This is an optimization exercise on Yosys and OpenROAD, whose aim is small area, a short achievable clock period and few clock cycles per item, not a production implementation.
Only simulation tests tie the RTL to the original design; equivalence was not proved.

==> design/flow/flow/run.sh <==
#!/bin/bash
# Standard layout, with one netlist step between synthesis and floorplan:
# fapol.py flips full adders (a full adder is self-dual) so that fewer
# inverters are needed between them. Registers are not touched.
set -euo pipefail
R=orfs/results/${FLOW_PLATFORM}/multiplier_iterative/base
bash standard.sh synth > synth.log 2>&1
cp "$R/1_2_yosys.v" yosys_netlist.v
python3 flow/fapol.py yosys_netlist.v "$R/1_2_yosys.v" > fapol.log 2>&1
touch "$R/1_2_yosys.v"
rm -f "$R/1_synth.odb" "$R/1_synth.sdc"
bash standard.sh synth > synth_odb.log 2>&1
bash standard.sh > layout.log 2>&1
==> design/flow/flow/fapol.py <==
#!/usr/bin/env python3
"""Remove inverters between full adders in a mapped sky130 netlist.

A full adder is self-dual: FA(~a, ~b, ~c) = (~sum, ~cout). So each full adder
may be flipped to work on complemented inputs and give complemented outputs.
This picks, for every fa cell, whether to flip it so that as few inverters as
possible are needed, then rewires the netlist. Registers and every other cell
are left as they are; the logic function is unchanged.

usage: fapol.py IN.v OUT.v
"""
import re
import sys

OUT_PINS = {"X", "Y", "Q", "Q_N", "SUM", "COUT", "HI", "LO"}
INV_RE = re.compile(r"^sky130_fd_sc_hd__(inv|clkinv)_\d+$")
FA_RE = re.compile(r"^sky130_fd_sc_hd__fa_\d+$")
CELL_RE = re.compile(r"^\s*(sky130_fd_sc_hd__\w+)\s+(\S+)\s*\((.*?)\);\s*$", re.S | re.M)
PIN_RE = re.compile(r"\.(\w+)\(\s*([^()]*?)\s*\)")


def main(src, dst):
    text = re.sub(r"\(\*.*?\*\)", "", open(src).read())
    m_start = text.index("module ")
    m_end = text.rindex("endmodule")
    body = text[m_start:m_end]

    cells = []   # [type, name, {pin: net}]
    spans = []
    for m in CELL_RE.finditer(body):
        pins = {p: n for p, n in PIN_RE.findall(m.group(3))}
        cells.append([m.group(1), m.group(2), pins])
        spans.append((m.start(), m.end()))
    # text without cells: header, declarations, assigns
    rest = []
    last = 0
    for s, e in spans:
        rest.append(body[last:s])
        last = e
    rest.append(body[last:])
    rest_text = "".join(rest)

    def idents(s):
        return set(re.findall(r"\\\S+|[A-Za-z_][\w$]*(?:\[\d+\])?", s))
    header_end = rest_text.index(";")
    pinned = set()
    for line in rest_text.split(";"):
        ls = line.strip()
        if ls.startswith("assign"):
            pinned |= idents(ls[len("assign"):])
    port_names = set()
    for line in rest_text.split(";"):
        ls = line.strip()
        if ls.startswith("output") or ls.startswith("input"):
            nm = ls.split()[-1]
            port_names.add(nm)
    def is_pinned(net):
        if net in pinned:
            return True
        base = re.sub(r"\[\d+\]$", "", net)
        return base in port_names or net in port_names or base in pinned

    drv = {}
    loads = {}
    for ci, (typ, name, pins) in enumerate(cells):
        for p, n in pins.items():
            if p in OUT_PINS:
                drv[n] = (ci, p)
            else:
                loads.setdefault(n, []).append((ci, p))

    fas = [ci for ci, c in enumerate(cells) if FA_RE.match(c[0])]
    is_inv = [bool(INV_RE.match(c[0])) for c in cells]

    # literal seen at a net: (base net, inverted)
    def literal(net):
        d = drv.get(net)
        if d is not None and is_inv[d[0]] and not is_pinned(net):
            return cells[d[0]][2]["A"], 1
        return net, 0

    # managed base nets: FA outputs and FA input bases
    fa_of_out = {}
    for f in fas:
        for p in ("SUM", "COUT"):
            fa_of_out[cells[f][2][p]] = f
    managed = set(fa_of_out)
    fa_in = {}
    for f in fas:
        lits = {}
        for p in ("A", "B", "CIN"):
            lits[p] = literal(cells[f][2][p])
            managed.add(lits[p][0])
        fa_in[f] = lits

    # removable inverters: driven by a managed net, output not pinned
    removable = set()
    for ci, c in enumerate(cells):
        if is_inv[ci] and c[2]["A"] in managed and not is_pinned(c[2]["Y"]):
            removable.add(ci)

    # consumers of each managed base net: list of (kind, data, need_inv)
    #   kind 'fa': data = (f, pin), need = lit_inv xor p_f
    #   kind 'fix': data = (ci, pin), need fixed
    cons = {n: [] for n in managed}
    for n in managed:
        for ci, p in loads.get(n, []):
            if ci in removable:
                for cj, pj in loads.get(cells[ci][2]["Y"], []):
                    if FA_RE.match(cells[cj][0]) and pj in ("A", "B", "CIN"):
                        cons[n].append(("fa", (cj, pj), 1))
                    else:
                        cons[n].append(("fix", (cj, pj), 1))
            elif FA_RE.match(cells[ci][0]) and p in ("A", "B", "CIN"):
                cons[n].append(("fa", (ci, p), 0))
            else:
                cons[n].append(("fix", (ci, p), 0))
        if is_pinned(n):
            cons[n].append(("pin", None, 0))

    pol = {f: 0 for f in fas}

    def phys(n):
        f = fa_of_out.get(n)
        return pol[f] if f is not None else 0

    def need(c):
        kind, data, inv = c
        if kind == "fa":
            return inv ^ pol[data[0]]
        return inv

    def cost(n):
        ph = phys(n)
        if is_pinned(n) and ph:
            return 1000
        return 1 if any(need(c) != ph for c in cons[n] if c[0] != "pin") else 0

    nets_of_fa = {}
    for n in managed:
        for c in cons[n]:
            if c[0] == "fa":
                nets_of_fa.setdefault(c[1][0], set()).add(n)
    for n, f in fa_of_out.items():
        nets_of_fa.setdefault(f, set()).add(n)

    before = len(removable)

    def descend():
        improved = True
        rounds = 0
        while improved and rounds < 100:
            improved = False
            rounds += 1
            for f in fas:
                ns = nets_of_fa.get(f, ())
                old = sum(cost(n) for n in ns)
                pol[f] ^= 1
                new = sum(cost(n) for n in ns)
                if new < old:
                    improved = True
                else:
                    pol[f] ^= 1
        return sum(cost(n) for n in managed)

    import random
    rng = random.Random(1)
    best = descend()
    best_pol = dict(pol)
    for trial in range(40):
        for f in fas:
            if rng.random() < 0.15:
                pol[f] ^= 1
        c = descend()
        if c < best:
            best, best_pol = c, dict(pol)
        else:
            pol.update(best_pol)
    pol.update(best_pol)

    # rebuild connections
    new_cells = []
    inv_net = {}
    counter = [0]

    def inverted(n):
        if n not in inv_net:
            counter[0] += 1
            y = f"fapol_n{counter[0]}"
            inv_net[n] = y
            new_cells.append(["sky130_fd_sc_hd__inv_1", f"fapol_i{counter[0]}", {"A": n, "Y": y}])
        return inv_net[n]

    for n in managed:
        ph = phys(n)
        for c in cons[n]:
            if c[0] == "pin":
                if ph != 0:
                    raise SystemExit("pinned net would change polarity: " + n)
                continue
            want = need(c)
            ci, p = c[1]
            cells[ci][2][p] = n if want == ph else inverted(n)
    # flipped FAs: their inputs were already rewired through need() (which
    # includes pol); outputs keep their net names, now carrying the complement
    kept = [c for ci, c in enumerate(cells) if ci not in removable]
    allc = kept + new_cells

    def fmt(c):
        typ, name, pins = c
        ps = ",\n".join(f"    .{p}({n}{' ' if n.startswith(chr(92)) else ''})" for p, n in pins.items())
        return f"  {typ} {name} (\n{ps}\n  );\n"

    decl = "".join(f"  wire {y};\n" for y in inv_net.values())
    # insert declarations after the module header's first ';'
    hdr = rest_text[: header_end + 1]
    tail = rest_text[header_end + 1:]
    out = text[:m_start] + hdr + "\n" + decl + tail.rstrip() + "\n" + "".join(fmt(c) for c in allc) + text[m_end:]
    open(dst, "w").write(out)
    print(f"fapol: {len(fas)} full adders, {sum(pol.values())} flipped; "
          f"inverters on managed nets {before} -> {len(inv_net)}", file=sys.stderr)


if __name__ == "__main__":
    main(sys.argv[1], sys.argv[2])
==> design/flow/standard.sh <==
#!/bin/bash
# synth_recipe.tcl (not shown) runs the flow's synth.tcl, then flattens the netlist and writes it again
# the make line also repeats each setting of config.mk as NAME=value (left out here)
make -C /OpenROAD-flow-scripts/flow DESIGN_CONFIG=/design/flow/config.mk WORK_HOME=/design/flow/orfs CLKGATE_MAP_FILE= SYNTH_SCRIPT=/design/flow/synth_recipe.tcl "${@:-finish}"
==> design/flow/config.mk <==
export PLATFORM = sky130hd
export DESIGN_NAME = multiplier_iterative
export DESIGN_NICKNAME = multiplier_iterative
export VERILOG_FILES = /design/flow/design.v
export SDC_FILE = /design/flow/constraint.sdc
export NUM_CORES = 4
export LEC_CHECK = 0
export CAP_MARGIN = 20
export CORE_MARGIN = 2
export CORE_UTILIZATION = 60
export SLEW_MARGIN = 20
==> design/flow/constraint.sdc <==
create_clock -name core_clock -period 6.0 [get_ports {clk}]
set_input_delay 1.2000 -clock core_clock [delete_from_list [all_inputs] [get_ports {clk}]]
set_output_delay 1.2000 -clock core_clock [all_outputs]
set_load 0.01 [all_outputs]
==> design/flow/design.v <==
module multiplier_iterative(
    input clk,
    input logic valid_in,
    input logic[31:0] a,
    input logic[31:0] b,
    output logic valid_out,
    output logic[63:0] r
);
    logic [31:0] mc;                    
    logic [2:0] n;                      
    logic [63:0] x;                     
    logic [6:0] p;                      
    wire [3:0] ga = {|a[31:25], |a[31:17], |a[31:9], |a[31:1]};
    wire [3:0] gb = {|b[31:25], |b[31:17], |b[31:9], |b[31:1]};
    wire [3:0] ha = {|a[31:24], |a[31:16], |a[31:8], |a[31:0]};
    wire [3:0] hb = {|b[31:24], |b[31:16], |b[31:8], |b[31:0]};
    wire la = |(ha & ~ga);              
    wire lb = |(hb & ~gb);
    wire swap = |(ga & ~gb);            
    wire [3:0] gm = ga & gb;
    wire [31:0] mp = swap ? b : a;
    wire [31:0] mcs = swap ? a : b;
    wire lm = swap ? lb : la;
    logic [63:0] start;
    always @(*) begin
        if (gm[3])      start = {mp, 32'd0};
        else if (gm[2]) start = {mp[23:0], 40'd0};
        else if (gm[1]) start = {mp[15:0], 48'd0};
        else if (gm[0]) start = {mp[7:0], 56'd0};
        else            start = 64'd0;
        if (lm) start[31:0] = mcs;
    end
    wire [2:0] nm = {1'b0, gm[0]} + {1'b0, gm[1]} + {1'b0, gm[2]} + {1'b0, gm[3]};
    wire [31:0] pp0 = x[56] ? mc : 32'd0;
    wire [31:0] pp1 = x[57] ? mc : 32'd0;
    wire [31:0] pp2 = x[58] ? mc : 32'd0;
    wire [31:0] pp3 = x[59] ? mc : 32'd0;
    wire [31:0] pp4 = x[60] ? mc : 32'd0;
    wire [31:0] pp5 = x[61] ? mc : 32'd0;
    wire [31:0] pp6 = x[62] ? mc : 32'd0;
    wire [31:0] pp7 = x[63] ? mc : 32'd0;
    wire hs0 = pp0[6] ^ pp1[5];
    wire hc0 = pp0[6] & pp1[5];
    wire fs0 = pp0[7] ^ pp1[6] ^ pp2[5];
    wire fc0 = (pp0[7] & pp1[6]) | (pp0[7] & pp2[5]) | (pp1[6] & pp2[5]);
    wire hs1 = pp3[4] ^ pp4[3];
    wire hc1 = pp3[4] & pp4[3];
    wire fs1 = x[0] ^ pp0[8] ^ pp1[7];
    wire fc1 = (x[0] & pp0[8]) | (x[0] & pp1[7]) | (pp0[8] & pp1[7]);
    wire fs2 = pp2[6] ^ pp3[5] ^ pp4[4];
    wire fc2 = (pp2[6] & pp3[5]) | (pp2[6] & pp4[4]) | (pp3[5] & pp4[4]);
    wire hs2 = pp5[3] ^ pp6[2];
    wire hc2 = pp5[3] & pp6[2];
    wire fs3 = x[1] ^ pp0[9] ^ pp1[8];
    wire fc3 = (x[1] & pp0[9]) | (x[1] & pp1[8]) | (pp0[9] & pp1[8]);
    wire fs4 = pp2[7] ^ pp3[6] ^ pp4[5];
    wire fc4 = (pp2[7] & pp3[6]) | (pp2[7] & pp4[5]) | (pp3[6] & pp4[5]);
    wire fs5 = pp5[4] ^ pp6[3] ^ pp7[2];
    wire fc5 = (pp5[4] & pp6[3]) | (pp5[4] & pp7[2]) | (pp6[3] & pp7[2]);
    wire fs6 = x[2] ^ pp0[10] ^ pp1[9];
    wire fc6 = (x[2] & pp0[10]) | (x[2] & pp1[9]) | (pp0[10] & pp1[9]);
    wire fs7 = pp2[8] ^ pp3[7] ^ pp4[6];
    wire fc7 = (pp2[8] & pp3[7]) | (pp2[8] & pp4[6]) | (pp3[7] & pp4[6]);
    wire fs8 = pp5[5] ^ pp6[4] ^ pp7[3];
    wire fc8 = (pp5[5] & pp6[4]) | (pp5[5] & pp7[3]) | (pp6[4] & pp7[3]);
    wire fs9 = x[3] ^ pp0[11] ^ pp1[10];
    wire fc9 = (x[3] & pp0[11]) | (x[3] & pp1[10]) | (pp0[11] & pp1[10]);
    wire fs10 = pp2[9] ^ pp3[8] ^ pp4[7];
    wire fc10 = (pp2[9] & pp3[8]) | (pp2[9] & pp4[7]) | (pp3[8] & pp4[7]);
    wire fs11 = pp5[6] ^ pp6[5] ^ pp7[4];
    wire fc11 = (pp5[6] & pp6[5]) | (pp5[6] & pp7[4]) | (pp6[5] & pp7[4]);
    wire fs12 = x[4] ^ pp0[12] ^ pp1[11];
    wire fc12 = (x[4] & pp0[12]) | (x[4] & pp1[11]) | (pp0[12] & pp1[11]);
    wire fs13 = pp2[10] ^ pp3[9] ^ pp4[8];
    wire fc13 = (pp2[10] & pp3[9]) | (pp2[10] & pp4[8]) | (pp3[9] & pp4[8]);
    wire fs14 = pp5[7] ^ pp6[6] ^ pp7[5];
    wire fc14 = (pp5[7] & pp6[6]) | (pp5[7] & pp7[5]) | (pp6[6] & pp7[5]);
    wire fs15 = x[5] ^ pp0[13] ^ pp1[12];
    wire fc15 = (x[5] & pp0[13]) | (x[5] & pp1[12]) | (pp0[13] & pp1[12]);
    wire fs16 = pp2[11] ^ pp3[10] ^ pp4[9];
    wire fc16 = (pp2[11] & pp3[10]) | (pp2[11] & pp4[9]) | (pp3[10] & pp4[9]);
    wire fs17 = pp5[8] ^ pp6[7] ^ pp7[6];
    wire fc17 = (pp5[8] & pp6[7]) | (pp5[8] & pp7[6]) | (pp6[7] & pp7[6]);
    wire fs18 = x[6] ^ pp0[14] ^ pp1[13];
    wire fc18 = (x[6] & pp0[14]) | (x[6] & pp1[13]) | (pp0[14] & pp1[13]);
    wire fs19 = pp2[12] ^ pp3[11] ^ pp4[10];
    wire fc19 = (pp2[12] & pp3[11]) | (pp2[12] & pp4[10]) | (pp3[11] & pp4[10]);
    wire fs20 = pp5[9] ^ pp6[8] ^ pp7[7];
    wire fc20 = (pp5[9] & pp6[8]) | (pp5[9] & pp7[7]) | (pp6[8] & pp7[7]);
    wire fs21 = x[7] ^ pp0[15] ^ pp1[14];
    wire fc21 = (x[7] & pp0[15]) | (x[7] & pp1[14]) | (pp0[15] & pp1[14]);
    wire fs22 = pp2[13] ^ pp3[12] ^ pp4[11];
    wire fc22 = (pp2[13] & pp3[12]) | (pp2[13] & pp4[11]) | (pp3[12] & pp4[11]);
    wire fs23 = pp5[10] ^ pp6[9] ^ pp7[8];
    wire fc23 = (pp5[10] & pp6[9]) | (pp5[10] & pp7[8]) | (pp6[9] & pp7[8]);
    wire fs24 = x[8] ^ pp0[16] ^ pp1[15];
    wire fc24 = (x[8] & pp0[16]) | (x[8] & pp1[15]) | (pp0[16] & pp1[15]);
    wire fs25 = pp2[14] ^ pp3[13] ^ pp4[12];
    wire fc25 = (pp2[14] & pp3[13]) | (pp2[14] & pp4[12]) | (pp3[13] & pp4[12]);
    wire fs26 = pp5[11] ^ pp6[10] ^ pp7[9];
    wire fc26 = (pp5[11] & pp6[10]) | (pp5[11] & pp7[9]) | (pp6[10] & pp7[9]);
    wire fs27 = x[9] ^ pp0[17] ^ pp1[16];
    wire fc27 = (x[9] & pp0[17]) | (x[9] & pp1[16]) | (pp0[17] & pp1[16]);
    wire fs28 = pp2[15] ^ pp3[14] ^ pp4[13];
    wire fc28 = (pp2[15] & pp3[14]) | (pp2[15] & pp4[13]) | (pp3[14] & pp4[13]);
    wire fs29 = pp5[12] ^ pp6[11] ^ pp7[10];
    wire fc29 = (pp5[12] & pp6[11]) | (pp5[12] & pp7[10]) | (pp6[11] & pp7[10]);
    wire fs30 = x[10] ^ pp0[18] ^ pp1[17];
    wire fc30 = (x[10] & pp0[18]) | (x[10] & pp1[17]) | (pp0[18] & pp1[17]);
    wire fs31 = pp2[16] ^ pp3[15] ^ pp4[14];
    wire fc31 = (pp2[16] & pp3[15]) | (pp2[16] & pp4[14]) | (pp3[15] & pp4[14]);
    wire fs32 = pp5[13] ^ pp6[12] ^ pp7[11];
    wire fc32 = (pp5[13] & pp6[12]) | (pp5[13] & pp7[11]) | (pp6[12] & pp7[11]);
    wire fs33 = x[11] ^ pp0[19] ^ pp1[18];
    wire fc33 = (x[11] & pp0[19]) | (x[11] & pp1[18]) | (pp0[19] & pp1[18]);
    wire fs34 = pp2[17] ^ pp3[16] ^ pp4[15];
    wire fc34 = (pp2[17] & pp3[16]) | (pp2[17] & pp4[15]) | (pp3[16] & pp4[15]);
    wire fs35 = pp5[14] ^ pp6[13] ^ pp7[12];
    wire fc35 = (pp5[14] & pp6[13]) | (pp5[14] & pp7[12]) | (pp6[13] & pp7[12]);
    wire fs36 = x[12] ^ pp0[20] ^ pp1[19];
    wire fc36 = (x[12] & pp0[20]) | (x[12] & pp1[19]) | (pp0[20] & pp1[19]);
    wire fs37 = pp2[18] ^ pp3[17] ^ pp4[16];
    wire fc37 = (pp2[18] & pp3[17]) | (pp2[18] & pp4[16]) | (pp3[17] & pp4[16]);
    wire fs38 = pp5[15] ^ pp6[14] ^ pp7[13];
    wire fc38 = (pp5[15] & pp6[14]) | (pp5[15] & pp7[13]) | (pp6[14] & pp7[13]);
    wire fs39 = x[13] ^ pp0[21] ^ pp1[20];
    wire fc39 = (x[13] & pp0[21]) | (x[13] & pp1[20]) | (pp0[21] & pp1[20]);
    wire fs40 = pp2[19] ^ pp3[18] ^ pp4[17];
    wire fc40 = (pp2[19] & pp3[18]) | (pp2[19] & pp4[17]) | (pp3[18] & pp4[17]);
    wire fs41 = pp5[16] ^ pp6[15] ^ pp7[14];
    wire fc41 = (pp5[16] & pp6[15]) | (pp5[16] & pp7[14]) | (pp6[15] & pp7[14]);
    wire fs42 = x[14] ^ pp0[22] ^ pp1[21];
    wire fc42 = (x[14] & pp0[22]) | (x[14] & pp1[21]) | (pp0[22] & pp1[21]);
    wire fs43 = pp2[20] ^ pp3[19] ^ pp4[18];
    wire fc43 = (pp2[20] & pp3[19]) | (pp2[20] & pp4[18]) | (pp3[19] & pp4[18]);
    wire fs44 = pp5[17] ^ pp6[16] ^ pp7[15];
    wire fc44 = (pp5[17] & pp6[16]) | (pp5[17] & pp7[15]) | (pp6[16] & pp7[15]);
    wire fs45 = x[15] ^ pp0[23] ^ pp1[22];
    wire fc45 = (x[15] & pp0[23]) | (x[15] & pp1[22]) | (pp0[23] & pp1[22]);
    wire fs46 = pp2[21] ^ pp3[20] ^ pp4[19];
    wire fc46 = (pp2[21] & pp3[20]) | (pp2[21] & pp4[19]) | (pp3[20] & pp4[19]);
    wire fs47 = pp5[18] ^ pp6[17] ^ pp7[16];
    wire fc47 = (pp5[18] & pp6[17]) | (pp5[18] & pp7[16]) | (pp6[17] & pp7[16]);
    wire fs48 = x[16] ^ pp0[24] ^ pp1[23];
    wire fc48 = (x[16] & pp0[24]) | (x[16] & pp1[23]) | (pp0[24] & pp1[23]);
    wire fs49 = pp2[22] ^ pp3[21] ^ pp4[20];
    wire fc49 = (pp2[22] & pp3[21]) | (pp2[22] & pp4[20]) | (pp3[21] & pp4[20]);
    wire fs50 = pp5[19] ^ pp6[18] ^ pp7[17];
    wire fc50 = (pp5[19] & pp6[18]) | (pp5[19] & pp7[17]) | (pp6[18] & pp7[17]);
    wire fs51 = x[17] ^ pp0[25] ^ pp1[24];
    wire fc51 = (x[17] & pp0[25]) | (x[17] & pp1[24]) | (pp0[25] & pp1[24]);
    wire fs52 = pp2[23] ^ pp3[22] ^ pp4[21];
    wire fc52 = (pp2[23] & pp3[22]) | (pp2[23] & pp4[21]) | (pp3[22] & pp4[21]);
    wire fs53 = pp5[20] ^ pp6[19] ^ pp7[18];
    wire fc53 = (pp5[20] & pp6[19]) | (pp5[20] & pp7[18]) | (pp6[19] & pp7[18]);
    wire fs54 = x[18] ^ pp0[26] ^ pp1[25];
    wire fc54 = (x[18] & pp0[26]) | (x[18] & pp1[25]) | (pp0[26] & pp1[25]);
    wire fs55 = pp2[24] ^ pp3[23] ^ pp4[22];
    wire fc55 = (pp2[24] & pp3[23]) | (pp2[24] & pp4[22]) | (pp3[23] & pp4[22]);
    wire fs56 = pp5[21] ^ pp6[20] ^ pp7[19];
    wire fc56 = (pp5[21] & pp6[20]) | (pp5[21] & pp7[19]) | (pp6[20] & pp7[19]);
    wire fs57 = x[19] ^ pp0[27] ^ pp1[26];
    wire fc57 = (x[19] & pp0[27]) | (x[19] & pp1[26]) | (pp0[27] & pp1[26]);
    wire fs58 = pp2[25] ^ pp3[24] ^ pp4[23];
    wire fc58 = (pp2[25] & pp3[24]) | (pp2[25] & pp4[23]) | (pp3[24] & pp4[23]);
    wire fs59 = pp5[22] ^ pp6[21] ^ pp7[20];
    wire fc59 = (pp5[22] & pp6[21]) | (pp5[22] & pp7[20]) | (pp6[21] & pp7[20]);
    wire fs60 = x[20] ^ pp0[28] ^ pp1[27];
    wire fc60 = (x[20] & pp0[28]) | (x[20] & pp1[27]) | (pp0[28] & pp1[27]);
    wire fs61 = pp2[26] ^ pp3[25] ^ pp4[24];
    wire fc61 = (pp2[26] & pp3[25]) | (pp2[26] & pp4[24]) | (pp3[25] & pp4[24]);
    wire fs62 = pp5[23] ^ pp6[22] ^ pp7[21];
    wire fc62 = (pp5[23] & pp6[22]) | (pp5[23] & pp7[21]) | (pp6[22] & pp7[21]);
    wire fs63 = x[21] ^ pp0[29] ^ pp1[28];
    wire fc63 = (x[21] & pp0[29]) | (x[21] & pp1[28]) | (pp0[29] & pp1[28]);
    wire fs64 = pp2[27] ^ pp3[26] ^ pp4[25];
    wire fc64 = (pp2[27] & pp3[26]) | (pp2[27] & pp4[25]) | (pp3[26] & pp4[25]);
    wire fs65 = pp5[24] ^ pp6[23] ^ pp7[22];
    wire fc65 = (pp5[24] & pp6[23]) | (pp5[24] & pp7[22]) | (pp6[23] & pp7[22]);
    wire fs66 = x[22] ^ pp0[30] ^ pp1[29];
    wire fc66 = (x[22] & pp0[30]) | (x[22] & pp1[29]) | (pp0[30] & pp1[29]);
    wire fs67 = pp2[28] ^ pp3[27] ^ pp4[26];
    wire fc67 = (pp2[28] & pp3[27]) | (pp2[28] & pp4[26]) | (pp3[27] & pp4[26]);
    wire fs68 = pp5[25] ^ pp6[24] ^ pp7[23];
    wire fc68 = (pp5[25] & pp6[24]) | (pp5[25] & pp7[23]) | (pp6[24] & pp7[23]);
    wire fs69 = x[23] ^ pp0[31] ^ pp1[30];
    wire fc69 = (x[23] & pp0[31]) | (x[23] & pp1[30]) | (pp0[31] & pp1[30]);
    wire fs70 = pp2[29] ^ pp3[28] ^ pp4[27];
    wire fc70 = (pp2[29] & pp3[28]) | (pp2[29] & pp4[27]) | (pp3[28] & pp4[27]);
    wire fs71 = pp5[26] ^ pp6[25] ^ pp7[24];
    wire fc71 = (pp5[26] & pp6[25]) | (pp5[26] & pp7[24]) | (pp6[25] & pp7[24]);
    wire fs72 = x[24] ^ pp1[31] ^ pp2[30];
    wire fc72 = (x[24] & pp1[31]) | (x[24] & pp2[30]) | (pp1[31] & pp2[30]);
    wire fs73 = pp3[29] ^ pp4[28] ^ pp5[27];
    wire fc73 = (pp3[29] & pp4[28]) | (pp3[29] & pp5[27]) | (pp4[28] & pp5[27]);
    wire hs3 = pp6[26] ^ pp7[25];
    wire hc3 = pp6[26] & pp7[25];
    wire fs74 = x[25] ^ pp2[31] ^ pp3[30];
    wire fc74 = (x[25] & pp2[31]) | (x[25] & pp3[30]) | (pp2[31] & pp3[30]);
    wire fs75 = pp4[29] ^ pp5[28] ^ pp6[27];
    wire fc75 = (pp4[29] & pp5[28]) | (pp4[29] & pp6[27]) | (pp5[28] & pp6[27]);
    wire fs76 = x[26] ^ pp3[31] ^ pp4[30];
    wire fc76 = (x[26] & pp3[31]) | (x[26] & pp4[30]) | (pp3[31] & pp4[30]);
    wire hs4 = pp0[4] ^ pp1[3];
    wire hc4 = pp0[4] & pp1[3];
    wire fs77 = pp0[5] ^ pp1[4] ^ pp2[3];
    wire fc77 = (pp0[5] & pp1[4]) | (pp0[5] & pp2[3]) | (pp1[4] & pp2[3]);
    wire hs5 = pp3[2] ^ pp4[1];
    wire hc5 = pp3[2] & pp4[1];
    wire fs78 = hs0 ^ pp2[4] ^ pp3[3];
    wire fc78 = (hs0 & pp2[4]) | (hs0 & pp3[3]) | (pp2[4] & pp3[3]);
    wire fs79 = pp4[2] ^ pp5[1] ^ pp6[0];
    wire fc79 = (pp4[2] & pp5[1]) | (pp4[2] & pp6[0]) | (pp5[1] & pp6[0]);
    wire fs80 = fs0 ^ hs1 ^ pp5[2];
    wire fc80 = (fs0 & hs1) | (fs0 & pp5[2]) | (hs1 & pp5[2]);
    wire fs81 = pp6[1] ^ pp7[0] ^ hc0;
    wire fc81 = (pp6[1] & pp7[0]) | (pp6[1] & hc0) | (pp7[0] & hc0);
    wire fs82 = fs1 ^ fs2 ^ hs2;
    wire fc82 = (fs1 & fs2) | (fs1 & hs2) | (fs2 & hs2);
    wire fs83 = pp7[1] ^ fc0 ^ hc1;
    wire fc83 = (pp7[1] & fc0) | (pp7[1] & hc1) | (fc0 & hc1);
    wire fs84 = fs3 ^ fs4 ^ fs5;
    wire fc84 = (fs3 & fs4) | (fs3 & fs5) | (fs4 & fs5);
    wire fs85 = fc1 ^ fc2 ^ hc2;
    wire fc85 = (fc1 & fc2) | (fc1 & hc2) | (fc2 & hc2);
    wire fs86 = fs6 ^ fs7 ^ fs8;
    wire fc86 = (fs6 & fs7) | (fs6 & fs8) | (fs7 & fs8);
    wire fs87 = fc3 ^ fc4 ^ fc5;
    wire fc87 = (fc3 & fc4) | (fc3 & fc5) | (fc4 & fc5);
    wire fs88 = fs9 ^ fs10 ^ fs11;
    wire fc88 = (fs9 & fs10) | (fs9 & fs11) | (fs10 & fs11);
    wire fs89 = fc6 ^ fc7 ^ fc8;
    wire fc89 = (fc6 & fc7) | (fc6 & fc8) | (fc7 & fc8);
    wire fs90 = fs12 ^ fs13 ^ fs14;
    wire fc90 = (fs12 & fs13) | (fs12 & fs14) | (fs13 & fs14);
    wire fs91 = fc9 ^ fc10 ^ fc11;
    wire fc91 = (fc9 & fc10) | (fc9 & fc11) | (fc10 & fc11);
    wire fs92 = fs15 ^ fs16 ^ fs17;
    wire fc92 = (fs15 & fs16) | (fs15 & fs17) | (fs16 & fs17);
    wire fs93 = fc12 ^ fc13 ^ fc14;
    wire fc93 = (fc12 & fc13) | (fc12 & fc14) | (fc13 & fc14);
    wire fs94 = fs18 ^ fs19 ^ fs20;
    wire fc94 = (fs18 & fs19) | (fs18 & fs20) | (fs19 & fs20);
    wire fs95 = fc15 ^ fc16 ^ fc17;
    wire fc95 = (fc15 & fc16) | (fc15 & fc17) | (fc16 & fc17);
    wire fs96 = fs21 ^ fs22 ^ fs23;
    wire fc96 = (fs21 & fs22) | (fs21 & fs23) | (fs22 & fs23);
    wire fs97 = fc18 ^ fc19 ^ fc20;
    wire fc97 = (fc18 & fc19) | (fc18 & fc20) | (fc19 & fc20);
    wire fs98 = fs24 ^ fs25 ^ fs26;
    wire fc98 = (fs24 & fs25) | (fs24 & fs26) | (fs25 & fs26);
    wire fs99 = fc21 ^ fc22 ^ fc23;
    wire fc99 = (fc21 & fc22) | (fc21 & fc23) | (fc22 & fc23);
    wire fs100 = fs27 ^ fs28 ^ fs29;
    wire fc100 = (fs27 & fs28) | (fs27 & fs29) | (fs28 & fs29);
    wire fs101 = fc24 ^ fc25 ^ fc26;
    wire fc101 = (fc24 & fc25) | (fc24 & fc26) | (fc25 & fc26);
    wire fs102 = fs30 ^ fs31 ^ fs32;
    wire fc102 = (fs30 & fs31) | (fs30 & fs32) | (fs31 & fs32);
    wire fs103 = fc27 ^ fc28 ^ fc29;
    wire fc103 = (fc27 & fc28) | (fc27 & fc29) | (fc28 & fc29);
    wire fs104 = fs33 ^ fs34 ^ fs35;
    wire fc104 = (fs33 & fs34) | (fs33 & fs35) | (fs34 & fs35);
    wire fs105 = fc30 ^ fc31 ^ fc32;
    wire fc105 = (fc30 & fc31) | (fc30 & fc32) | (fc31 & fc32);
    wire fs106 = fs36 ^ fs37 ^ fs38;
    wire fc106 = (fs36 & fs37) | (fs36 & fs38) | (fs37 & fs38);
    wire fs107 = fc33 ^ fc34 ^ fc35;
    wire fc107 = (fc33 & fc34) | (fc33 & fc35) | (fc34 & fc35);
    wire fs108 = fs39 ^ fs40 ^ fs41;
    wire fc108 = (fs39 & fs40) | (fs39 & fs41) | (fs40 & fs41);
    wire fs109 = fc36 ^ fc37 ^ fc38;
    wire fc109 = (fc36 & fc37) | (fc36 & fc38) | (fc37 & fc38);
    wire fs110 = fs42 ^ fs43 ^ fs44;
    wire fc110 = (fs42 & fs43) | (fs42 & fs44) | (fs43 & fs44);
    wire fs111 = fc39 ^ fc40 ^ fc41;
    wire fc111 = (fc39 & fc40) | (fc39 & fc41) | (fc40 & fc41);
    wire fs112 = fs45 ^ fs46 ^ fs47;
    wire fc112 = (fs45 & fs46) | (fs45 & fs47) | (fs46 & fs47);
    wire fs113 = fc42 ^ fc43 ^ fc44;
    wire fc113 = (fc42 & fc43) | (fc42 & fc44) | (fc43 & fc44);
    wire fs114 = fs48 ^ fs49 ^ fs50;
    wire fc114 = (fs48 & fs49) | (fs48 & fs50) | (fs49 & fs50);
    wire fs115 = fc45 ^ fc46 ^ fc47;
    wire fc115 = (fc45 & fc46) | (fc45 & fc47) | (fc46 & fc47);
    wire fs116 = fs51 ^ fs52 ^ fs53;
    wire fc116 = (fs51 & fs52) | (fs51 & fs53) | (fs52 & fs53);
    wire fs117 = fc48 ^ fc49 ^ fc50;
    wire fc117 = (fc48 & fc49) | (fc48 & fc50) | (fc49 & fc50);
    wire fs118 = fs54 ^ fs55 ^ fs56;
    wire fc118 = (fs54 & fs55) | (fs54 & fs56) | (fs55 & fs56);
    wire fs119 = fc51 ^ fc52 ^ fc53;
    wire fc119 = (fc51 & fc52) | (fc51 & fc53) | (fc52 & fc53);
    wire fs120 = fs57 ^ fs58 ^ fs59;
    wire fc120 = (fs57 & fs58) | (fs57 & fs59) | (fs58 & fs59);
    wire fs121 = fc54 ^ fc55 ^ fc56;
    wire fc121 = (fc54 & fc55) | (fc54 & fc56) | (fc55 & fc56);
    wire fs122 = fs60 ^ fs61 ^ fs62;
    wire fc122 = (fs60 & fs61) | (fs60 & fs62) | (fs61 & fs62);
    wire fs123 = fc57 ^ fc58 ^ fc59;
    wire fc123 = (fc57 & fc58) | (fc57 & fc59) | (fc58 & fc59);
    wire fs124 = fs63 ^ fs64 ^ fs65;
    wire fc124 = (fs63 & fs64) | (fs63 & fs65) | (fs64 & fs65);
    wire fs125 = fc60 ^ fc61 ^ fc62;
    wire fc125 = (fc60 & fc61) | (fc60 & fc62) | (fc61 & fc62);
    wire fs126 = fs66 ^ fs67 ^ fs68;
    wire fc126 = (fs66 & fs67) | (fs66 & fs68) | (fs67 & fs68);
    wire fs127 = fc63 ^ fc64 ^ fc65;
    wire fc127 = (fc63 & fc64) | (fc63 & fc65) | (fc64 & fc65);
    wire fs128 = fs69 ^ fs70 ^ fs71;
    wire fc128 = (fs69 & fs70) | (fs69 & fs71) | (fs70 & fs71);
    wire fs129 = fc66 ^ fc67 ^ fc68;
    wire fc129 = (fc66 & fc67) | (fc66 & fc68) | (fc67 & fc68);
    wire fs130 = fs72 ^ fs73 ^ hs3;
    wire fc130 = (fs72 & fs73) | (fs72 & hs3) | (fs73 & hs3);
    wire fs131 = fc69 ^ fc70 ^ fc71;
    wire fc131 = (fc69 & fc70) | (fc69 & fc71) | (fc70 & fc71);
    wire fs132 = fs74 ^ fs75 ^ pp7[26];
    wire fc132 = (fs74 & fs75) | (fs74 & pp7[26]) | (fs75 & pp7[26]);
    wire fs133 = fc72 ^ fc73 ^ hc3;
    wire fc133 = (fc72 & fc73) | (fc72 & hc3) | (fc73 & hc3);
    wire fs134 = fs76 ^ pp5[29] ^ pp6[28];
    wire fc134 = (fs76 & pp5[29]) | (fs76 & pp6[28]) | (pp5[29] & pp6[28]);
    wire fs135 = pp7[27] ^ fc74 ^ fc75;
    wire fc135 = (pp7[27] & fc74) | (pp7[27] & fc75) | (fc74 & fc75);
    wire fs136 = x[27] ^ pp4[31] ^ pp5[30];
    wire fc136 = (x[27] & pp4[31]) | (x[27] & pp5[30]) | (pp4[31] & pp5[30]);
    wire fs137 = pp6[29] ^ pp7[28] ^ fc76;
    wire fc137 = (pp6[29] & pp7[28]) | (pp6[29] & fc76) | (pp7[28] & fc76);
    wire fs138 = x[28] ^ pp5[31] ^ pp6[30];
    wire fc138 = (x[28] & pp5[31]) | (x[28] & pp6[30]) | (pp5[31] & pp6[30]);
    wire hs6 = pp0[3] ^ pp1[2];
    wire hc6 = pp0[3] & pp1[2];
    wire fs139 = hs4 ^ pp2[2] ^ pp3[1];
    wire fc139 = (hs4 & pp2[2]) | (hs4 & pp3[1]) | (pp2[2] & pp3[1]);
    wire fs140 = fs77 ^ hs5 ^ pp5[0];
    wire fc140 = (fs77 & hs5) | (fs77 & pp5[0]) | (hs5 & pp5[0]);
    wire fs141 = fs78 ^ fs79 ^ fc77;
    wire fc141 = (fs78 & fs79) | (fs78 & fc77) | (fs79 & fc77);
    wire fs142 = fs80 ^ fs81 ^ fc78;
    wire fc142 = (fs80 & fs81) | (fs80 & fc78) | (fs81 & fc78);
    wire fs143 = fs82 ^ fs83 ^ fc80;
    wire fc143 = (fs82 & fs83) | (fs82 & fc80) | (fs83 & fc80);
    wire fs144 = fs84 ^ fs85 ^ fc82;
    wire fc144 = (fs84 & fs85) | (fs84 & fc82) | (fs85 & fc82);
    wire fs145 = fs86 ^ fs87 ^ fc84;
    wire fc145 = (fs86 & fs87) | (fs86 & fc84) | (fs87 & fc84);
    wire fs146 = fs88 ^ fs89 ^ fc86;
    wire fc146 = (fs88 & fs89) | (fs88 & fc86) | (fs89 & fc86);
    wire fs147 = fs90 ^ fs91 ^ fc88;
    wire fc147 = (fs90 & fs91) | (fs90 & fc88) | (fs91 & fc88);
    wire fs148 = fs92 ^ fs93 ^ fc90;
    wire fc148 = (fs92 & fs93) | (fs92 & fc90) | (fs93 & fc90);
    wire fs149 = fs94 ^ fs95 ^ fc92;
    wire fc149 = (fs94 & fs95) | (fs94 & fc92) | (fs95 & fc92);
    wire fs150 = fs96 ^ fs97 ^ fc94;
    wire fc150 = (fs96 & fs97) | (fs96 & fc94) | (fs97 & fc94);
    wire fs151 = fs98 ^ fs99 ^ fc96;
    wire fc151 = (fs98 & fs99) | (fs98 & fc96) | (fs99 & fc96);
    wire fs152 = fs100 ^ fs101 ^ fc98;
    wire fc152 = (fs100 & fs101) | (fs100 & fc98) | (fs101 & fc98);
    wire fs153 = fs102 ^ fs103 ^ fc100;
    wire fc153 = (fs102 & fs103) | (fs102 & fc100) | (fs103 & fc100);
    wire fs154 = fs104 ^ fs105 ^ fc102;
    wire fc154 = (fs104 & fs105) | (fs104 & fc102) | (fs105 & fc102);
    wire fs155 = fs106 ^ fs107 ^ fc104;
    wire fc155 = (fs106 & fs107) | (fs106 & fc104) | (fs107 & fc104);
    wire fs156 = fs108 ^ fs109 ^ fc106;
    wire fc156 = (fs108 & fs109) | (fs108 & fc106) | (fs109 & fc106);
    wire fs157 = fs110 ^ fs111 ^ fc108;
    wire fc157 = (fs110 & fs111) | (fs110 & fc108) | (fs111 & fc108);
    wire fs158 = fs112 ^ fs113 ^ fc110;
    wire fc158 = (fs112 & fs113) | (fs112 & fc110) | (fs113 & fc110);
    wire fs159 = fs114 ^ fs115 ^ fc112;
    wire fc159 = (fs114 & fs115) | (fs114 & fc112) | (fs115 & fc112);
    wire fs160 = fs116 ^ fs117 ^ fc114;
    wire fc160 = (fs116 & fs117) | (fs116 & fc114) | (fs117 & fc114);
    wire fs161 = fs118 ^ fs119 ^ fc116;
    wire fc161 = (fs118 & fs119) | (fs118 & fc116) | (fs119 & fc116);
    wire fs162 = fs120 ^ fs121 ^ fc118;
    wire fc162 = (fs120 & fs121) | (fs120 & fc118) | (fs121 & fc118);
    wire fs163 = fs122 ^ fs123 ^ fc120;
    wire fc163 = (fs122 & fs123) | (fs122 & fc120) | (fs123 & fc120);
    wire fs164 = fs124 ^ fs125 ^ fc122;
    wire fc164 = (fs124 & fs125) | (fs124 & fc122) | (fs125 & fc122);
    wire fs165 = fs126 ^ fs127 ^ fc124;
    wire fc165 = (fs126 & fs127) | (fs126 & fc124) | (fs127 & fc124);
    wire fs166 = fs128 ^ fs129 ^ fc126;
    wire fc166 = (fs128 & fs129) | (fs128 & fc126) | (fs129 & fc126);
    wire fs167 = fs130 ^ fs131 ^ fc128;
    wire fc167 = (fs130 & fs131) | (fs130 & fc128) | (fs131 & fc128);
    wire fs168 = fs132 ^ fs133 ^ fc130;
    wire fc168 = (fs132 & fs133) | (fs132 & fc130) | (fs133 & fc130);
    wire fs169 = fs134 ^ fs135 ^ fc132;
    wire fc169 = (fs134 & fs135) | (fs134 & fc132) | (fs135 & fc132);
    wire fs170 = fs136 ^ fs137 ^ fc134;
    wire fc170 = (fs136 & fs137) | (fs136 & fc134) | (fs137 & fc134);
    wire fs171 = fs138 ^ pp7[29] ^ fc136;
    wire fc171 = (fs138 & pp7[29]) | (fs138 & fc136) | (pp7[29] & fc136);
    wire fs172 = x[29] ^ pp6[31] ^ pp7[30];
    wire fc172 = (x[29] & pp6[31]) | (x[29] & pp7[30]) | (pp6[31] & pp7[30]);
    wire hs7 = pp0[2] ^ pp1[1];
    wire hc7 = pp0[2] & pp1[1];
    wire fs173 = hs6 ^ pp2[1] ^ pp3[0];
    wire fc173 = (hs6 & pp2[1]) | (hs6 & pp3[0]) | (pp2[1] & pp3[0]);
    wire fs174 = fs139 ^ pp4[0] ^ hc6;
    wire fc174 = (fs139 & pp4[0]) | (fs139 & hc6) | (pp4[0] & hc6);
    wire fs175 = fs140 ^ hc4 ^ fc139;
    wire fc175 = (fs140 & hc4) | (fs140 & fc139) | (hc4 & fc139);
    wire fs176 = fs141 ^ hc5 ^ fc140;
    wire fc176 = (fs141 & hc5) | (fs141 & fc140) | (hc5 & fc140);
    wire fs177 = fs142 ^ fc79 ^ fc141;
    wire fc177 = (fs142 & fc79) | (fs142 & fc141) | (fc79 & fc141);
    wire fs178 = fs143 ^ fc81 ^ fc142;
    wire fc178 = (fs143 & fc81) | (fs143 & fc142) | (fc81 & fc142);
    wire fs179 = fs144 ^ fc83 ^ fc143;
    wire fc179 = (fs144 & fc83) | (fs144 & fc143) | (fc83 & fc143);
    wire fs180 = fs145 ^ fc85 ^ fc144;
    wire fc180 = (fs145 & fc85) | (fs145 & fc144) | (fc85 & fc144);
    wire fs181 = fs146 ^ fc87 ^ fc145;
    wire fc181 = (fs146 & fc87) | (fs146 & fc145) | (fc87 & fc145);
    wire fs182 = fs147 ^ fc89 ^ fc146;
    wire fc182 = (fs147 & fc89) | (fs147 & fc146) | (fc89 & fc146);
    wire fs183 = fs148 ^ fc91 ^ fc147;
    wire fc183 = (fs148 & fc91) | (fs148 & fc147) | (fc91 & fc147);
    wire fs184 = fs149 ^ fc93 ^ fc148;
    wire fc184 = (fs149 & fc93) | (fs149 & fc148) | (fc93 & fc148);
    wire fs185 = fs150 ^ fc95 ^ fc149;
    wire fc185 = (fs150 & fc95) | (fs150 & fc149) | (fc95 & fc149);
    wire fs186 = fs151 ^ fc97 ^ fc150;
    wire fc186 = (fs151 & fc97) | (fs151 & fc150) | (fc97 & fc150);
    wire fs187 = fs152 ^ fc99 ^ fc151;
    wire fc187 = (fs152 & fc99) | (fs152 & fc151) | (fc99 & fc151);
    wire fs188 = fs153 ^ fc101 ^ fc152;
    wire fc188 = (fs153 & fc101) | (fs153 & fc152) | (fc101 & fc152);
    wire fs189 = fs154 ^ fc103 ^ fc153;
    wire fc189 = (fs154 & fc103) | (fs154 & fc153) | (fc103 & fc153);
    wire fs190 = fs155 ^ fc105 ^ fc154;
    wire fc190 = (fs155 & fc105) | (fs155 & fc154) | (fc105 & fc154);
    wire fs191 = fs156 ^ fc107 ^ fc155;
    wire fc191 = (fs156 & fc107) | (fs156 & fc155) | (fc107 & fc155);
    wire fs192 = fs157 ^ fc109 ^ fc156;
    wire fc192 = (fs157 & fc109) | (fs157 & fc156) | (fc109 & fc156);
    wire fs193 = fs158 ^ fc111 ^ fc157;
    wire fc193 = (fs158 & fc111) | (fs158 & fc157) | (fc111 & fc157);
    wire fs194 = fs159 ^ fc113 ^ fc158;
    wire fc194 = (fs159 & fc113) | (fs159 & fc158) | (fc113 & fc158);
    wire fs195 = fs160 ^ fc115 ^ fc159;
    wire fc195 = (fs160 & fc115) | (fs160 & fc159) | (fc115 & fc159);
    wire fs196 = fs161 ^ fc117 ^ fc160;
    wire fc196 = (fs161 & fc117) | (fs161 & fc160) | (fc117 & fc160);
    wire fs197 = fs162 ^ fc119 ^ fc161;
    wire fc197 = (fs162 & fc119) | (fs162 & fc161) | (fc119 & fc161);
    wire fs198 = fs163 ^ fc121 ^ fc162;
    wire fc198 = (fs163 & fc121) | (fs163 & fc162) | (fc121 & fc162);
    wire fs199 = fs164 ^ fc123 ^ fc163;
    wire fc199 = (fs164 & fc123) | (fs164 & fc163) | (fc123 & fc163);
    wire fs200 = fs165 ^ fc125 ^ fc164;
    wire fc200 = (fs165 & fc125) | (fs165 & fc164) | (fc125 & fc164);
    wire fs201 = fs166 ^ fc127 ^ fc165;
    wire fc201 = (fs166 & fc127) | (fs166 & fc165) | (fc127 & fc165);
    wire fs202 = fs167 ^ fc129 ^ fc166;
    wire fc202 = (fs167 & fc129) | (fs167 & fc166) | (fc129 & fc166);
    wire fs203 = fs168 ^ fc131 ^ fc167;
    wire fc203 = (fs168 & fc131) | (fs168 & fc167) | (fc131 & fc167);
    wire fs204 = fs169 ^ fc133 ^ fc168;
    wire fc204 = (fs169 & fc133) | (fs169 & fc168) | (fc133 & fc168);
    wire fs205 = fs170 ^ fc135 ^ fc169;
    wire fc205 = (fs170 & fc135) | (fs170 & fc169) | (fc135 & fc169);
    wire fs206 = fs171 ^ fc137 ^ fc170;
    wire fc206 = (fs171 & fc137) | (fs171 & fc170) | (fc137 & fc170);
    wire fs207 = fs172 ^ fc138 ^ fc171;
    wire fc207 = (fs172 & fc138) | (fs172 & fc171) | (fc138 & fc171);
    wire fs208 = x[30] ^ pp7[31] ^ fc172;
    wire fc208 = (x[30] & pp7[31]) | (x[30] & fc172) | (pp7[31] & fc172);
    wire [40:0] s = {1'b0, x[31], fs208, fs207, fs206, fs205, fs204, fs203, fs202, fs201, fs200, fs199, fs198, fs197, fs196, fs195, fs194, fs193, fs192, fs191, fs190, fs189, fs188, fs187, fs186, fs185, fs184, fs183, fs182, fs181, fs180, fs179, fs178, fs177, fs176, fs175, fs174, fs173, hs7, pp0[1], pp0[0]};
    wire [40:0] c = {1'b0, fc208, fc207, fc206, fc205, fc204, fc203, fc202, fc201, fc200, fc199, fc198, fc197, fc196, fc195, fc194, fc193, fc192, fc191, fc190, fc189, fc188, fc187, fc186, fc185, fc184, fc183, fc182, fc181, fc180, fc179, fc178, fc177, fc176, fc175, fc174, fc173, hc7, pp2[0], pp1[0], 1'b0};
    function automatic [8:0] add8(input [7:0] u, input [7:0] v, input ci);
        logic [7:0] g, t, gg, tt;
        integer k, m;
        g = u & v;
        t = u ^ v;
        g[0] = g[0] | (t[0] & ci);
        gg = g;
        tt = t;
        for (m = 1; m < 8; m = m * 2)
            for (k = 7; k >= m; k = k - 1) begin
                gg[k] = gg[k] | (tt[k] & gg[k-m]);
                tt[k] = tt[k] & tt[k-m];
            end
        add8 = {gg[7], t ^ {gg[6:0], ci}};
    endfunction
    wire [8:0] s0 = add8(s[7:0], c[7:0], 1'b0);
    wire [8:0] s1 = add8(s[15:8], c[15:8], 1'b0);
    wire [8:0] s2 = add8(s[23:16], c[23:16], p[0]);
    wire [8:0] s3 = add8(s[31:24], c[31:24], p[1]);
    wire [8:0] s4 = add8(s[39:32], c[39:32], p[2]);
    wire [8:0] s5 = add8(x[39:32], {7'd0, s[40] | c[40]}, p[3]);    
    wire [8:0] s6 = add8(x[47:40], 8'd0, p[4]);
    wire [8:0] s7 = add8(x[55:48], 8'd0, p[5]);
    assign r = x + {p[6], 7'd0, p[5], 7'd0, p[4], 7'd0, p[3], 7'd0, p[2], 7'd0, p[1], 7'd0, p[0], 8'd0};
    always_ff @(posedge clk) begin
        if (valid_in) begin
            mc <= mcs;
            x <= start;
            p <= 7'd0;
            n <= nm;
            valid_out <= !gm[0];
        end else if (!valid_out) begin
            x <= {s7[7:0], s6[7:0], s5[7:0], s4[7:0], s3[7:0], s2[7:0], s1[7:0], s0[7:0]};
            p <= {s6[8], s5[8], s4[8], s3[8], s2[8], s1[8], s0[8]};
            n <= n - 1'b1;
            if (n == 3'd1) valid_out <= 1'b1;
        end
    end
endmodule
==> load_flow_metrics.sql <==
INSERT INTO impl_metrics (metric_group, metric, value, unit) VALUES
('clocking', 'path_clk_slew', '0.08', 'ns'),
('final_layout', 'nNetsFinal', '1927', ''),
('timing', 'finalSetupViolCount', '0', ''),
('grt', 'first_global_vias', '12400', ''),
('timing', 'hold_viol_final', '0', ''),
('worst_setup_path', 'crit_buf_inv', '4', ''),
('run', 'max_cap_violation_count', '0', ''),
('worst_setup_path', 'family_of_cells_with_the_greatest_summed_delay_on_the_critical_path', 'adder cells', ''),
('worst_setup_path', 'worst-setup-path-type', 'register to register', ''),
('clocking', 'insertion_delay', '0.36', 'ns'),
('floorplan', 'dieArea', '25400', 'um2'),
('synth', 'synthCells', '1502', ''),
('worst_setup_path', 'timing.critical_path.to_type', 'register', ''),
('grt', 'first_pass_grt_wire_length', '70.9', 'mm'),
('final_layout', 'post_route_cells_drive_above_1_share', '3.52', '%'),
('floorplan', 'core_area', '23600', 'um2'),
('outcome', 'outcome', 'timing/DRC/antenna clean', ''),
('final_layout', 'instances_no_fill', '1908', ''),
('routing', 'ant_nets', '0', ''),
('floorplan', 'number_of_standard_cell_rows_in_the_floorplan', '56', ''),
('worst_setup_path', 'crit_path_start_kind', 'register', ''),
('routing', 'detail_route.first_pass.iterations', '7', ''),
('clocking', 'post_cts_buffers', '0', ''),
('placed_design', 'placed_cells', '1892', ''),
('final_layout', 'syn_to_layout_area_delta', '12.7', '%'),
('final_layout', 'num-fill-cells', '1891', ''),
('synth', 'syn-cell-area', '14500', 'um2'),
('routing', 'detail_route.vias_per_cell', '6.25', ''),
('clocking', 'clock_root_buffer', 'sky130_fd_sc_hd__clkbuf_16', ''),
('clocking', 'clockBufferDepth', '2', ''),
('worst_setup_path', 'critical_path.most_common_cell', 'sky130_fd_sc_hd__fa_1', ''),
('placed_design', 'io_buffers', '130', ''),
('grt', 'grt_antenna_before_repair', '0', ''),
('clocking', 'cts-htree-levels', '3', ''),
('worst_setup_path', 'worstPathArrival', '5.59', 'ns'),
('clocking', 'tritoncts', 'done', ''),
('clocking', 'numCtsBuffers', '9', ''),
('worst_setup_path', 'cp-startpoint', 'x[58]', ''),
('timing', 'final_max_slew_viol_count', '0', ''),
('synth', 'yosys_warnings', '1', ''),
('timing', 'timing.clock.skew', '0.0101', 'ns'),
('worst_setup_path', 'worst-endpoint-required', '6.20', 'ns'),
('worst_setup_path', 'worst_path_max_delay_cell', 'sky130_fd_sc_hd__or4b_2', ''),
('routing', 'drt_iter0_drc', '1314', ''),
('worst_setup_path', 'biggest_cell_delay_along_the_critical_path', '0.65', 'ns'),
('floorplan', 'floorplan.io_pins', '131', ''),
('grt', 'globalRouteTotalUtil', '36.5', '%'),
('timing', 'achievable-frequency', '185', 'MHz'),
('hold_path', 'launch_point_of_the_worst_hold_path', 'p[4]', ''),
('grt', 'grt_max_degree', '66', ''),
('timing', 'worst_pin_slew', '1.05', 'ns'),
('timing', 'rsz0062_at_grt', 'no', ''),
('clocking', 'cts.sinks', '107', ''),
('timing', 'period_needed', '5.39', 'ns'),
('routing', 'remaining_drc_errors', '0', ''),
('worst_setup_path', 'critical_path.cell_chain', 'buf_4 -> nand2_1 -> fa_1 -> inv_1 -> fa_1 -> fa_1 -> inv_1 -> fa_1 -> inv_1 -> ha_1 -> nor2b_1 -> o21ai_0 -> a21boi_0 -> o21ai_0 -> a21oi_1 -> or4b_2 -> o211ai_1', ''),
('routing', 'via_count', '11900', ''),
('placed_design', 'detailed_placement_wirelength_estimate', '35.4', 'mm'),
('timing', 'max_slew_margin', '29.6', '%'),
('placed_design', 'gp_routability_congestion', '1.01', ''),
('worst_setup_path', 'worstPathMaxFanout', '19', ''),
('grt', 'gr-total-overflow', '0', '');
per-stage QoR:
stage               instance area (um2)  hold slack, ns  setup slack (ns)
global placement                  16100           0.476             0.831
finish                            16300           0.507             0.607
detailed placement                16100           0.491             0.709
CTS                               16300           0.508             0.665
floorplan                         14500           0.450             0.966
global route                      16300           0.545             0.370
final cells by class:
type	count	area, um2	area share, %
inverters	208	781	4.78
clock inverters	4	51.3	0.314
clock buffers	12	236	1.45
flip-flops and latches	107	3130	19.2
well taps	319	399	2.44
multi-input cells	1104	10200	62.6
repair buffers	154	1520	9.28
placed cells by master, fill, tap and decap left out, drive strengths merged, types with 19 or more instances in the layout:
cell type	n
fa	218
inv	209
nand2	196
clkdlybuf4s50	129
and2	118
edfxtp	99
ha	59
xnor2	54
nor2	52
a21oi	42
mux2i	38
xor2	32
o21ai	29
nand3	25
buf	25
o22ai	22
and3	19
path summary, 6_finish.rpt:
path                              end  slack, ns  depth (start not counted)
worst max-delay path            x[23]       0.61                         17
worst min-delay path             p[4]       0.51                          2
worst max register to register  x[23]       0.61                         17
worst min register to register   p[4]       0.51                          2
registers in the layout (all words and copies together), names as in the netlist:
name       cells
x             64
valid_out      1
n              3
p              7
mc            32
layer usage:
layer | part of all wire [%] | vias up | routed length (um) | GRT usage, %
met3 | 11 | 113 | 4740 | 6.90
met1 | 41 | 5941 | 18300 | 52.2
li1 | - | 5133 | - | -
met4 | 4.0 | 0 | 1800 | 14.2
met2 | 45 | 733 | 20100 | 55.5
met5 | 0 | - | 0 | 0
worst reg2reg max path, cell delays in order (launching register included):
cell and delay (ns):
sky130_fd_sc_hd__edfxtp_1 0.39, sky130_fd_sc_hd__buf_4 0.32, sky130_fd_sc_hd__nand2_1 0.14, sky130_fd_sc_hd__fa_1 0.55, sky130_fd_sc_hd__inv_1 0.05, sky130_fd_sc_hd__fa_1 0.48
sky130_fd_sc_hd__fa_1 0.55, sky130_fd_sc_hd__inv_1 0.05, sky130_fd_sc_hd__fa_1 0.59, sky130_fd_sc_hd__inv_1 0.06, sky130_fd_sc_hd__ha_1 0.28, sky130_fd_sc_hd__nor2b_1 0.13
sky130_fd_sc_hd__o21ai_0 0.26, sky130_fd_sc_hd__a21boi_0 0.20, sky130_fd_sc_hd__o21ai_0 0.29, sky130_fd_sc_hd__a21oi_1 0.15, sky130_fd_sc_hd__or4b_2 0.65, sky130_fd_sc_hd__o211ai_1 0.10
Testbench counts, summed over its fixed seeds: cycles 61,899, items 24,000.

==> re-timing with driven ports <==
How much do the figures lean on ideal ports? The routed layout below was timed once more, with nothing changed but the port constraints.
Step 1 (the two cells are an assumption about what drives the block):
set clk [get_ports {clk}]
set_driving_cell -lib_cell sky130_fd_sc_hd__clkbuf_16 $clk
set_driving_cell -lib_cell sky130_fd_sc_hd__buf_2 [delete_from_list [all_inputs] $clk]
Step 2 also shifts input and output timing later by t, the mid clock arrival at the registers, as if the neighbouring blocks saw the same clock.
a / b / c = ideal / step 1 / step 2; a / b = the first two.
t, ns: 0.402
setup WS [ns]: 0.607 / 0.607 / 0.588
worst setup path at the end: input to register
worst slew at a driven data input, ns: 0.05
After both steps this run still meets setup and hold. The setup slack of this run moves by 0.000 ns with the drivers and by -0.019 ns with both steps.
